Context: an optimization exercise on an open-source flow, tuned for small area, a short achievable clock period and few clock cycles. The choices shown serve that exercise and are no tape-out recipe.
Function was checked by simulation only, so behaviour that the tests miss may differ from the original.
Power is estimated from default activity; no workload was simulated.

<file path="flow/design.v">
module CPU(clk,
            rst_n,
            wen_D,
            addr_D,
            wdata_D,
            rdata_D,
            addr_I,
            rdata_I);
    input         clk, rst_n ;
    output        wen_D  ;
    output [31:0] addr_D ;
    output [31:0] wdata_D;
    input  [31:0] rdata_D;
    output [31:0] addr_I ;
    input  [31:0] rdata_I;
    reg    [31:0] PC          ;              
    wire   [31:0] PC_nxt      ;              
    wire          regWrite    ;              
    wire   [ 4:0] rs1, rs2, rd;              
    wire   [31:0] rs1_data    ;              
    wire   [31:0] rs2_data    ;              
    wire   [31:0] rd_data     ;              
    wire [31:0] instr = rdata_I;
    wire [6:0]  opcode = instr[6:0];
    wire [4:0]  reg_rd = instr[11:7];
    wire [2:0]  funct3 = instr[14:12];
    wire [4:0]  reg_rs1 = instr[19:15];
    wire [4:0]  reg_rs2 = instr[24:20];
    wire [6:0]  funct7 = instr[31:25];
    wire        Branch, MemRead, MemtoReg, MemWrite, ALUSrc, ALUregWrite, Jump, Jalr;
    wire [3:0]  ALU_control;
    wire        mulDiv_valid, mulDiv_ready;
    wire [1:0]  mulDiv_control;
    assign regWrite = ALUregWrite || mulDiv_ready;
    wire [31:0] imm;
    wire [31:0] ALU_in1;
    wire [31:0] ALU_in2;
    wire [31:0] ALU_result;
    wire        ALU_zero;
    wire [31:0] MulDiv_result;
    wire [31:0] PC_plus4 = PC + 32'd4;
    wire [31:0] branch_jal_target;
    wire [31:0] jalr_target;
    wire [31:0] mem_data_out = rdata_D;
    wire [31:0] wb_data = MemtoReg     ? mem_data_out : 
                          ALUregWrite  ? ALU_result :
                          mulDiv_ready ? MulDiv_result :
                          32'b0;
    assign rd_data = (Jump || Jalr) ? PC_plus4 : wb_data;
    assign rs1 = reg_rs1;
    assign rs2 = reg_rs2;
    assign rd  = reg_rd;
    reg_file reg0(                           
        .clk(clk),                           
        .rst_n(rst_n),                       
        .wen(regWrite),                      
        .a1(rs1),                            
        .a2(rs2),                            
        .aw(rd),                             
        .d(rd_data),                         
        .q1(rs1_data),                       
        .q2(rs2_data));                      
    ImmediateGenerator immGen(
        .instr(instr),
        .imm(imm)
    );
    assign ALU_in1 = ALU_control == 4'b0111 ? PC : rs1_data;
    assign ALU_in2 = ALUSrc ? imm : rs2_data;
    ALU alu0(
        .in1(ALU_in1),
        .in2(ALU_in2),
        .control(ALU_control),
        .result(ALU_result),
        .zero(ALU_zero)
    );
    assign branch_jal_target = PC + imm;             
    assign jalr_target = (rs1_data + imm) & ~32'h1;  
    wire stall = mulDiv_valid;
    wire signed_lt = ($signed(rs1_data) < $signed(rs2_data));
    wire branch_taken = Branch & (
       (funct3 == 3'b000 & ALU_zero)  |  
       (funct3 == 3'b001 & ~ALU_zero) |  
       (funct3 == 3'b100 & signed_lt) |  
       (funct3 == 3'b101 & ~signed_lt)   
    );
    assign PC_nxt = (stall)        ? PC : 
                    (Jump)         ? branch_jal_target :
                    (Jalr)         ? jalr_target :
                    (branch_taken) ? branch_jal_target :
                    PC_plus4;
    assign wen_D = MemWrite;
    assign addr_D  = ALU_result;
    assign wdata_D = rs2_data;
    assign addr_I = PC;
    ControlUnit ctrl(
        .opcode(opcode),
        .funct3(funct3),
        .funct7(funct7),
        .mulDiv_ready(mulDiv_ready),
        .ALUregWrite(ALUregWrite),
        .ALUSrc(ALUSrc),
        .MemRead(MemRead),
        .MemWrite(MemWrite),
        .MemtoReg(MemtoReg),
        .Branch(Branch),
        .Jump(Jump),
        .Jalr(Jalr),
        .ALUOp(ALU_control),
        .mulDiv_valid(mulDiv_valid),
        .mulDivOp(mulDiv_control)
    );
    MulDiv mulDiv0(
        .clk(clk),
        .rst_n(rst_n),
        .valid(mulDiv_valid),
        .ready(mulDiv_ready),
        .control(mulDiv_control),
        .in_A(rs1_data),
        .in_B(rs2_data),
        .out(MulDiv_result)
    );
    always @(posedge clk or negedge rst_n) begin
        if (!rst_n) begin
            PC <= 32'h00010000;  
        end
        else begin
            PC <= PC_nxt;
        end
    end
endmodule
module reg_file(clk, rst_n, wen, a1, a2, aw, d, q1, q2);
    parameter BITS = 32;
    parameter word_depth = 32;
    parameter addr_width = 5;  
    input clk, rst_n, wen;  
    input [BITS-1:0] d;
    input [addr_width-1:0] a1, a2, aw;
    output [BITS-1:0] q1, q2;
    reg [BITS-1:0] mem [0:word_depth-1];
    reg [BITS-1:0] mem_nxt [0:word_depth-1];
    integer i;
    assign q1 = mem[a1];
    assign q2 = mem[a2];
    always @(*) begin
        for (i=0; i<word_depth; i=i+1)
            mem_nxt[i] = (wen && (aw == i)) ? d : mem[i];
    end
    always @(posedge clk or negedge rst_n) begin
        if (!rst_n) begin
            mem[0] <= 0;
            for (i=1; i<word_depth; i=i+1) begin
                case(i)
                    32'd2: mem[i] <= 32'hbffffff0;
                    32'd3: mem[i] <= 32'h10008000;
                    default: mem[i] <= 32'h0;
                endcase
            end
        end
        else begin
            mem[0] <= 0;
            for (i=1; i<word_depth; i=i+1)
                mem[i] <= mem_nxt[i];
        end
    end
endmodule
module ControlUnit(
    input [6:0] opcode,
    input [2:0] funct3,
    input [6:0] funct7,
    input mulDiv_ready,
    output reg ALUregWrite,
    output reg ALUSrc,
    output reg MemRead,
    output reg MemWrite,
    output reg MemtoReg,
    output reg Branch,
    output reg Jump,
    output reg Jalr,
    output reg [3:0] ALUOp,
    output reg mulDiv_valid,
    output reg [1:0] mulDivOp);
    wire isMul  = (opcode == 7'b0110011 && funct7 == 7'b0000001 && funct3 == 3'b000);
    wire isDivu = (opcode == 7'b0110011 && funct7 == 7'b0000001 && funct3 == 3'b101);
    wire isRemu = (opcode == 7'b0110011 && funct7 == 7'b0000001 && funct3 == 3'b111);
    always @(*) begin
        ALUregWrite     = 0;
        ALUSrc          = 0;
        MemRead         = 0;
        MemWrite        = 0;
        MemtoReg        = 0;
        Branch          = 0;
        Jump            = 0;
        Jalr            = 0;
        ALUOp           = 4'b0000;
        mulDiv_valid    = 0;
        mulDivOp     = 2'b00;
        case(opcode)
            7'b0110011: begin  
                if (funct7 == 7'b0000000) begin
                    ALUregWrite = 1;
                    ALUSrc   = 0;
                    case(funct3)
                        3'b000: ALUOp = 4'b0001;  
                        default: ALUOp = 4'b0000;
                    endcase
                end else if (funct7 == 7'b0100000) begin
                    ALUregWrite = 1;
                    ALUSrc   = 0;
                    case(funct3)
                        3'b000: ALUOp = 4'b0010;  
                        default: ALUOp = 4'b0000;
                    endcase
                end else if (funct7 == 7'b0000001) begin
                    ALUregWrite = 0;
                    mulDiv_valid = ~mulDiv_ready;
                    if(isMul)  mulDivOp = 2'b00;  
                    else if(isDivu) mulDivOp = 2'b01;  
                    else if(isRemu) mulDivOp = 2'b10;  
                end
            end
            7'b0010011: begin  
                ALUregWrite = 1;
                ALUSrc   = 1;
                case(funct3)
                    3'b000: ALUOp = 4'b0001;  
                    3'b001: ALUOp = 4'b0011;  
                    3'b101: ALUOp = (funct7[5]) ? 4'b0101 : 4'b0100;  
                    3'b010: ALUOp = 4'b0110;  
                    default: ALUOp = 4'b0000;
                endcase
            end
            7'b0000011: begin  
                ALUregWrite = 1;
                ALUSrc   = 1;
                MemRead  = 1;
                MemtoReg = 1;
                ALUOp    = 4'b0001;  
            end
            7'b0100011: begin  
                ALUSrc   = 1;
                MemWrite = 1;
                ALUOp    = 4'b0001;  
            end
            7'b1100011: begin  
                Branch = 1;
                ALUOp  = 4'b0010;  
            end
            7'b1101111: begin  
                ALUregWrite = 1;
                Jump     = 1;
                ALUOp    = 4'b0001;  
            end
            7'b1100111: begin  
                ALUregWrite = 1;
                Jalr     = 1;
                ALUSrc   = 1;
                ALUOp    = 4'b0001;  
            end
            7'b0110111: begin  
                ALUregWrite = 1;
                ALUSrc   = 1;
                ALUOp    = 4'b1000; 
            end
            7'b0010111: begin  
                ALUregWrite = 1;
                ALUSrc   = 1;
                ALUOp    = 4'b0111;
            end
            default: begin
            end
        endcase
    end
endmodule
module ImmediateGenerator(
    input [31:0] instr,
    output reg [31:0] imm);
    wire [6:0] opcode = instr[6:0];
    wire [2:0] funct3 = instr[14:12];
    always @(*) begin
        case(opcode)
            7'b0000011,  
            7'b0010011,  
            7'b1100111:  
                imm = {{20{instr[31]}}, instr[31:20]};
            7'b0100011:  
                imm = {{20{instr[31]}}, instr[31:25], instr[11:7]};
            7'b1100011:  
                imm = {{19{instr[31]}}, instr[31], instr[7], instr[30:25], instr[11:8], 1'b0};
            7'b0010111,  
            7'b0110111:  
                imm = {instr[31:12], 12'b0};
            7'b1101111:  
                imm = {{11{instr[31]}}, instr[31], instr[19:12], instr[20], instr[30:21], 1'b0};
            default: imm = 32'b0;
        endcase
    end
endmodule
module ALU(
    input  [31:0] in1,
    input  [31:0] in2,
    input  [3:0]  control,
    output reg [31:0] result,
    output zero);
    always @(*) begin
        case(control)
            4'b0001: result = in1 + in2;                                     
            4'b0010: result = in1 - in2;                                     
            4'b0011: result = in1 << in2[4:0];                               
            4'b0100: result = in1 >> in2[4:0];                               
            4'b0101: result = $signed(in1) >>> in2[4:0];                     
            4'b0110: result = $signed(in1) < $signed(in2) ? 32'b1 : 32'b0;   
            4'b0111: result = in1 + in2;                                     
            4'b1000: result = in2;                                           
            default: result = 32'b0;
        endcase
    end
    assign zero = (result == 32'b0);
endmodule
module MulDiv(
    input clk,
    input rst_n,
    input valid,
    output reg ready,
    input  [1:0] control,
    input  [31:0] in_A,
    input  [31:0] in_B,
    output [31:0] out);
    localparam IDLE = 2'b00;
    localparam MUL  = 2'b01;
    localparam DIV  = 2'b10;
    reg [1:0] state, next_state;
    reg [5:0] calc_counter;
    reg [31:0] multiplicand;
    reg [64:0] product;
    reg [63:0] divisor;
    reg [64:0] remainder;
    always @(*) begin
        next_state = state;
        case(state)
            IDLE: begin
                if(valid) begin
                    case(control)
                        2'b00: next_state = MUL;  
                        2'b01,
                        2'b10: next_state = DIV;  
                        default: next_state = IDLE;
                    endcase
                end else begin
                    next_state = IDLE;
                end
            end
            MUL: begin
                if(calc_counter == 6'd31)
                    next_state = IDLE;
                else
                    next_state = MUL;
            end
            DIV: begin
                if(calc_counter == 6'd31)
                    next_state = IDLE;
                else
                    next_state = DIV;
            end
            default: next_state = IDLE;
        endcase
    end
    always @(posedge clk or negedge rst_n) begin
        if(!rst_n)
            state <= IDLE;
        else
            state <= next_state;
    end
    always @(posedge clk or negedge rst_n) begin
        if(!rst_n) begin
            calc_counter <= 6'd0;
        end else begin
            if((state == MUL || state == DIV) && next_state != IDLE)
                calc_counter <= calc_counter + 1;
            else
                calc_counter <= 6'd0;
        end
    end
    always @(*) begin
        ready = 1'b0;
        if((state == MUL || state == DIV) && calc_counter == 6'd31)
            ready = 1'b1;
    end
    assign out = ( (state == MUL) && (calc_counter == 6'd31) ) ? product[31:0] :
             ( (state == DIV) && (calc_counter == 6'd31) && (control == 2'b01) ) ? remainder[31:0] :
             ( (state == DIV) && (calc_counter == 6'd31) && (control == 2'b10) ) ? remainder[64:33] :
             32'b0;
    always @(posedge clk or negedge rst_n) begin
        if(!rst_n) begin
            multiplicand <= 32'b0;
            product <= 65'b0;
            divisor <= 64'b0;
            remainder <= 65'b0;
        end else begin
            case(state)
                IDLE: begin
                    if(valid) begin
                        case(control)
                            2'b00: begin  
                                multiplicand <= in_B;
                                if (in_A[0] == 1) begin
                                    product <= ({33'b0, in_A} + {1'b0, in_B, 32'b0}) >> 1;
                                end else begin
                                    product <= {33'b0, in_A} >> 1;
                                end
                            end
                            2'b01, 2'b10: begin  
                                divisor <= {in_B, 32'b0};
                                if ({32'b0, in_A, 1'b0} >= {1'b0, in_B, 32'b0}) begin
                                    remainder <= ((({33'b0, in_A} << 1) - {in_B, 32'b0}) << 1) + 1;
                                end else begin
                                    remainder <= {33'b0, in_A} << 2;
                                end
                            end
                        endcase
                    end
                end
                MUL: begin
                    if (product[0] == 1)
                        product <= (product + {1'b0, multiplicand, 32'b0}) >> 1;
                    else
                        product <= product >> 1;
                end
                DIV: begin
                    if (remainder >= divisor)
                        remainder <= ((remainder - divisor) << 1) + 1;
                    else
                        remainder <= remainder << 1;
                end
            endcase
        end
    end
endmodule
</file>
<file path="flow/config.mk">
export PLATFORM = sky130hd
export DESIGN_NAME = CPU
export DESIGN_NICKNAME = CPU
export VERILOG_FILES = /design/flow/design.v
export SDC_FILE = /design/flow/constraint.sdc
export NUM_CORES = 8
export LEC_CHECK = 0
export CAP_MARGIN = 20
export CORE_MARGIN = 2
export CORE_UTILIZATION = 40
export SETUP_SLACK_MARGIN = 0.4
export SLEW_MARGIN = 20
</file>
<file path="flow/run.sh">
#!/bin/bash
# synth_recipe.tcl (not shown) runs the flow's synth.tcl, then flattens the netlist and writes it again
# the make line also repeats each setting of config.mk as NAME=value (left out here)
make -C /OpenROAD-flow-scripts/flow DESIGN_CONFIG=/design/flow/config.mk WORK_HOME=/design/flow/orfs CLKGATE_MAP_FILE= SYNTH_SCRIPT=/design/flow/synth_recipe.tcl finish
</file>
<file path="flow/constraint.sdc">
create_clock -name core_clock -period 12.0 [get_ports {clk}]
set_input_delay 2.4000 -clock core_clock [delete_from_list [all_inputs] [get_ports {clk}]]
set_output_delay 2.4000 -clock core_clock [all_outputs]
set_load 0.01 [all_outputs]
</file>
==> run summary <==
[power by group]
group	switching (W)	total, W	internal (W)
clock network	0.00199	0.00472	0.00273
logic	0.00137	0.00205	0.000674
registers	0.000228	0.00450	0.00427
[synth_stat cells, types with 41 or more instances]
cell	count	area share [%]
a2111oi_0	88	0.98
a211oi_1	49	0.47
a21o_1	67	0.64
a21oi_1	732	4.7
a221oi_1	113	1.3
a22o_1	64	0.72
a22oi_1	487	4.7
a31oi_1	48	0.38
and3_1	436	3.5
buf_1	41	0.20
buf_2	66	0.42
clkbuf_1	657	3.1
dfrtp_1	1195	38
ha_1	232	3.7
inv_1	217	1.0
mux2_2	50	0.72
mux2i_1	128	1.6
nand2_1	1128	5.4
nand2b_1	64	0.51
nand3_1	296	1.9
nand4_1	101	0.81
nor2_1	977	4.7
nor2b_1	41	0.33
nor3_1	146	0.93
nor4_1	61	0.49
o211ai_1	49	0.47
o21ai_0	880	5.6
o22ai_1	45	0.36
o31ai_1	48	0.46
or3_1	47	0.38
xnor2_1	88	0.98
xor2_1	52	0.58
[logic make-up (layout without fill, tap and decap cells)]
kind of cell	Yosys count	after routing	share of synthesized area, %
flip-flops	1225	1225	39.2
XOR/XNOR	140	140	1.56
adder cells (fa/ha/maj)	238	238	3.86
buffers and inverters	1023	1263	5.21
multiplexers	192	192	2.73
AO/OA/AOI/OAI	3119	3119	26.0
AND/OR/NAND/NOR	3540	3540	21.5
other	0	22	0
[flip-flops by register name, indices dropped and copies added (netlist names)]
signal,flops
reg0.mem,992
mulDiv0.calc_counter,6
PC,32
mulDiv0.multiplicand,32
mulDiv0.remainder,65
mulDiv0.product,64
mulDiv0.state,2
mulDiv0.divisor,32
[final timing paths]
check	cells after the start	from	slack [ns]	end
min in group asynchronous	1	rst_n	1.45	mulDiv0.remainder[52]
worst max-delay path	23	rdata_I[17]	0.38	addr_D[18]
max in group asynchronous	3	rst_n	8.04	reg0.mem[13][6]
worst min register to register	1	mulDiv0.calc_counter[0]	0.46	mulDiv0.calc_counter[0]
worst max register to register	31	reg0.mem[8][0]	3.59	PC[21]
worst min-delay path	1	mulDiv0.calc_counter[0]	0.46	mulDiv0.calc_counter[0]
[metrics by stage]
step | utilization, % | hold slack [ns] | worst slack [ns] | cells | instance area, µm²
2_1_floorplan | - | 0.433 | 1.29 | 9477 | 78400
3_3_place_gp | 44.2 | 0.448 | -0.131 | 12100 | 86100
3_5_place_dp | 44.2 | 0.455 | -0.0870 | 12100 | 86200
4_1_cts | 46.8 | 0.464 | 0.406 | 12300 | 91200
5_1_grt | 47.1 | 0.489 | 0.279 | 12300 | 91700
6_report | 47.1 | 0.461 | 0.385 | 12400 | 91700
[timing repair]
action,CTS,global route
gates resized for setup,13,74
pin swaps,1,10
setup buffers,2,9
gates cloned,0,1
endpoints found under the hold margin,0,0
setup endpoints to repair,12,15
[layout make-up]
class | count | area share [%]
Sequential cell | 1225 | 33.5
Antenna cell | 22 | 0.0600
Multi-Input combinational cell | 7229 | 48.8
Tap cell | 2624 | 3.58
Timing Repair Buffer | 770 | 7.68
Clock buffer | 210 | 4.57
Clock inverter | 56 | 0.881
Inverter | 227 | 0.929
[per-layer routing]
metal | GRT usage [%] | vias up
met1 | 57.3 | 41900
met3 | 15.8 | 2144
met2 | 71.3 | 6470
li1 | - | 35100
met5 | 0.0488 | -
met4 | 41.1 | 34
[worst max-delay path, delay by kind of cell]
kind	cells	cell delay, ns
xor gates and xnor gates	1	0.13
and+or+nand+nor	5	1.82
buffers and inverters	7	2.17
adders and majority gates	1	0.38
AOI/OAI and AO/OA	9	2.25
==> flow_metrics.py <==
metrics = {
    "floorplanning": {
        "fp.coreArea_um2": 195000,
        "die_y_um": 447,
        "fp.dieW_um": 447,
        "num_rows": 162,
        "die_area_um2": 199000,
        "io_pins": 163,
        "start_util_pct": 40.2,
    },
    "global_route": {
        "grt_usage_pct": 48.5,
        "grt_first_pass_wirelength_um": 673000,
        "grt_max_degree": 159,
        "antenna_found_initial": 40,
        "globalRouteOverflowTotal": 0,
        "grt_pass1_vias": 80000,
    },
    "yosys": {
        "async_flop_share_pct": 100,
        "ys_warn_count": 8,
        "synth_cells": 9477,
        "synth_area_um2": 78400,
        "ys_types": 117,
        "syn-num-nets": 9781,
        "synth_edf_count": 0,
        "synth_flop_cell": "dfrtp_1",
        "yosysSeqAreaShare_pct": 39.2,
        "ys_ff_latch": 1225,
        "synth.avg_cell_area_um2": 8.27,
    },
    "critical_path": {
        "cp-end-kind": "output pin",
        "slowest_delay_ns": 0.74,
        "cpMaxStageDelayCell": "a31oi_1",
        "worst-path-max-fanout": 17,
        "worst_path_most_repeated_cell": "buf_4",
        "timing.critical_path.arrival_ns": 9.22,
        "path_cells": "buf_2, buf_4, nand3b_1, nor2_2, buf_4, a2111oi_0, and4_1, a31oi_1, ha_1, nor2b_1, o21ai_0, a21oi_1, o21ai_0, a21boi_0, nor4_1, buf_4, xnor2_1, o221ai_2, buf_4, a311oi_1, o21ai_0, buf_4, clkdlybuf4s50_1",
        "crit_type": "primary input to output pin",
        "critPathLaunchType": "primary input",
        "cp_data_required_time_ns": 9.60,
    },
    "pwr": {
        "p_per_area_nw_per_um2": 123,
        "finalPower_w": 0.0113,
        "ir_worst_vdd_v": 0.000130,
        "p_leak_nw": 41.8,
    },
    "routing": {
        "route.met3.wl_um": 57000,
        "vias_per_cell": 6.93,
        "vias": 85600,
        "wl_met2_um": 208000,
        "dr.pass1.iters": 12,
        "ant_nets": 0,
        "wl_per_cell_um": 40.2,
        "drtIter0Drc": 12900,
        "wl_um": 497000,
        "drc": 0,
        "m1WireLength_um": 178000,
        "top_layer": "met5",
    },
    "final_layout": {
        "seq_area_um2": 30700,
        "layout_commonest_cell": "dfrtp_1",
        "final_cell_mix": "dfrtp_1 (1195), nand2_1 (1113), nor2_1 (909), o21ai_0 (850), a21oi_1 (726)",
        "layout-drive-gt1-share_pct": 12.8,
        "fin_nets": 9901,
        "fillers": 19000,
        "area_growth_pct": 17.0,
        "multi_input_comb_area_um2": 44800,
    },
    "run_status": {
        "outcome": "complete, no violations",
    },
    "timing": {
        "finalSetupViolations": 0,
        "fin_crit_sh_pct": 96.8,
        "max_slew.worst_pin.slew_ns": 1.24,
        "slew_headroom_pct": 17.2,
        "fmax_mhz": 86.1,
        "final_max_slew_viol_count": 0,
        "rsz0062_at_grt": "true",
        "min_period_ns": 11.62,
        "finalHoldViolCount": 0,
        "tns_ns": 0,
        "fin_skew_ns": 0.0374,
    },
    "hold_path": {
        "min-delay-path-class": "flop to flop",
    },
    "clock_tree": {
        "h-tree-depth": 4,
        "clk_pin_slew_ns": 0.06,
        "clock_latency_ns": 0.85,
        "cts_buffers": 144,
        "hold_buffers": 0,
        "cts_sinks": 1225,
        "cts_tree": "yes",
        "clockRootBuffer": "clkbuf_16",
        "clockBufferDepth": 3,
    },
    "place": {
        "hpwl_um": 349000,
        "gp_congestion": 1.07,
        "io_buffers": 162,
    },
    "flow_run": {
        "cap_violations": 0,
    },
}
Testbench counts, summed over its fixed seeds: cycles 166,359.

## what the ideal ports hide
In the flow no input, the clock included, has a driving cell. The finished layout below was timed again as built, in two steps. Step 1 sets driving cells, clkbuf_16 on the clock port and buf_2 on the other inputs (assumed; they add their load-dependent delay and slew). Step 2 adds t to the input delays and takes it off the output delays; t is the mean of the earliest and latest rising clock arrival at the registers after step 1. Input paths then give back, and output paths get back, about the clock's delay inside the block. a / b / c = no drivers / after step 1 / after step 2; a / b = the first two.
t (ns): 0.922
slack for setup (ns): 0.385 / 0.361 / 0.361
worst setup path after step 2: input to output
After both steps this run still meets setup and hold. For this run, drivers alone change the setup slack by -0.024 ns; drivers and shift together by -0.024 ns.
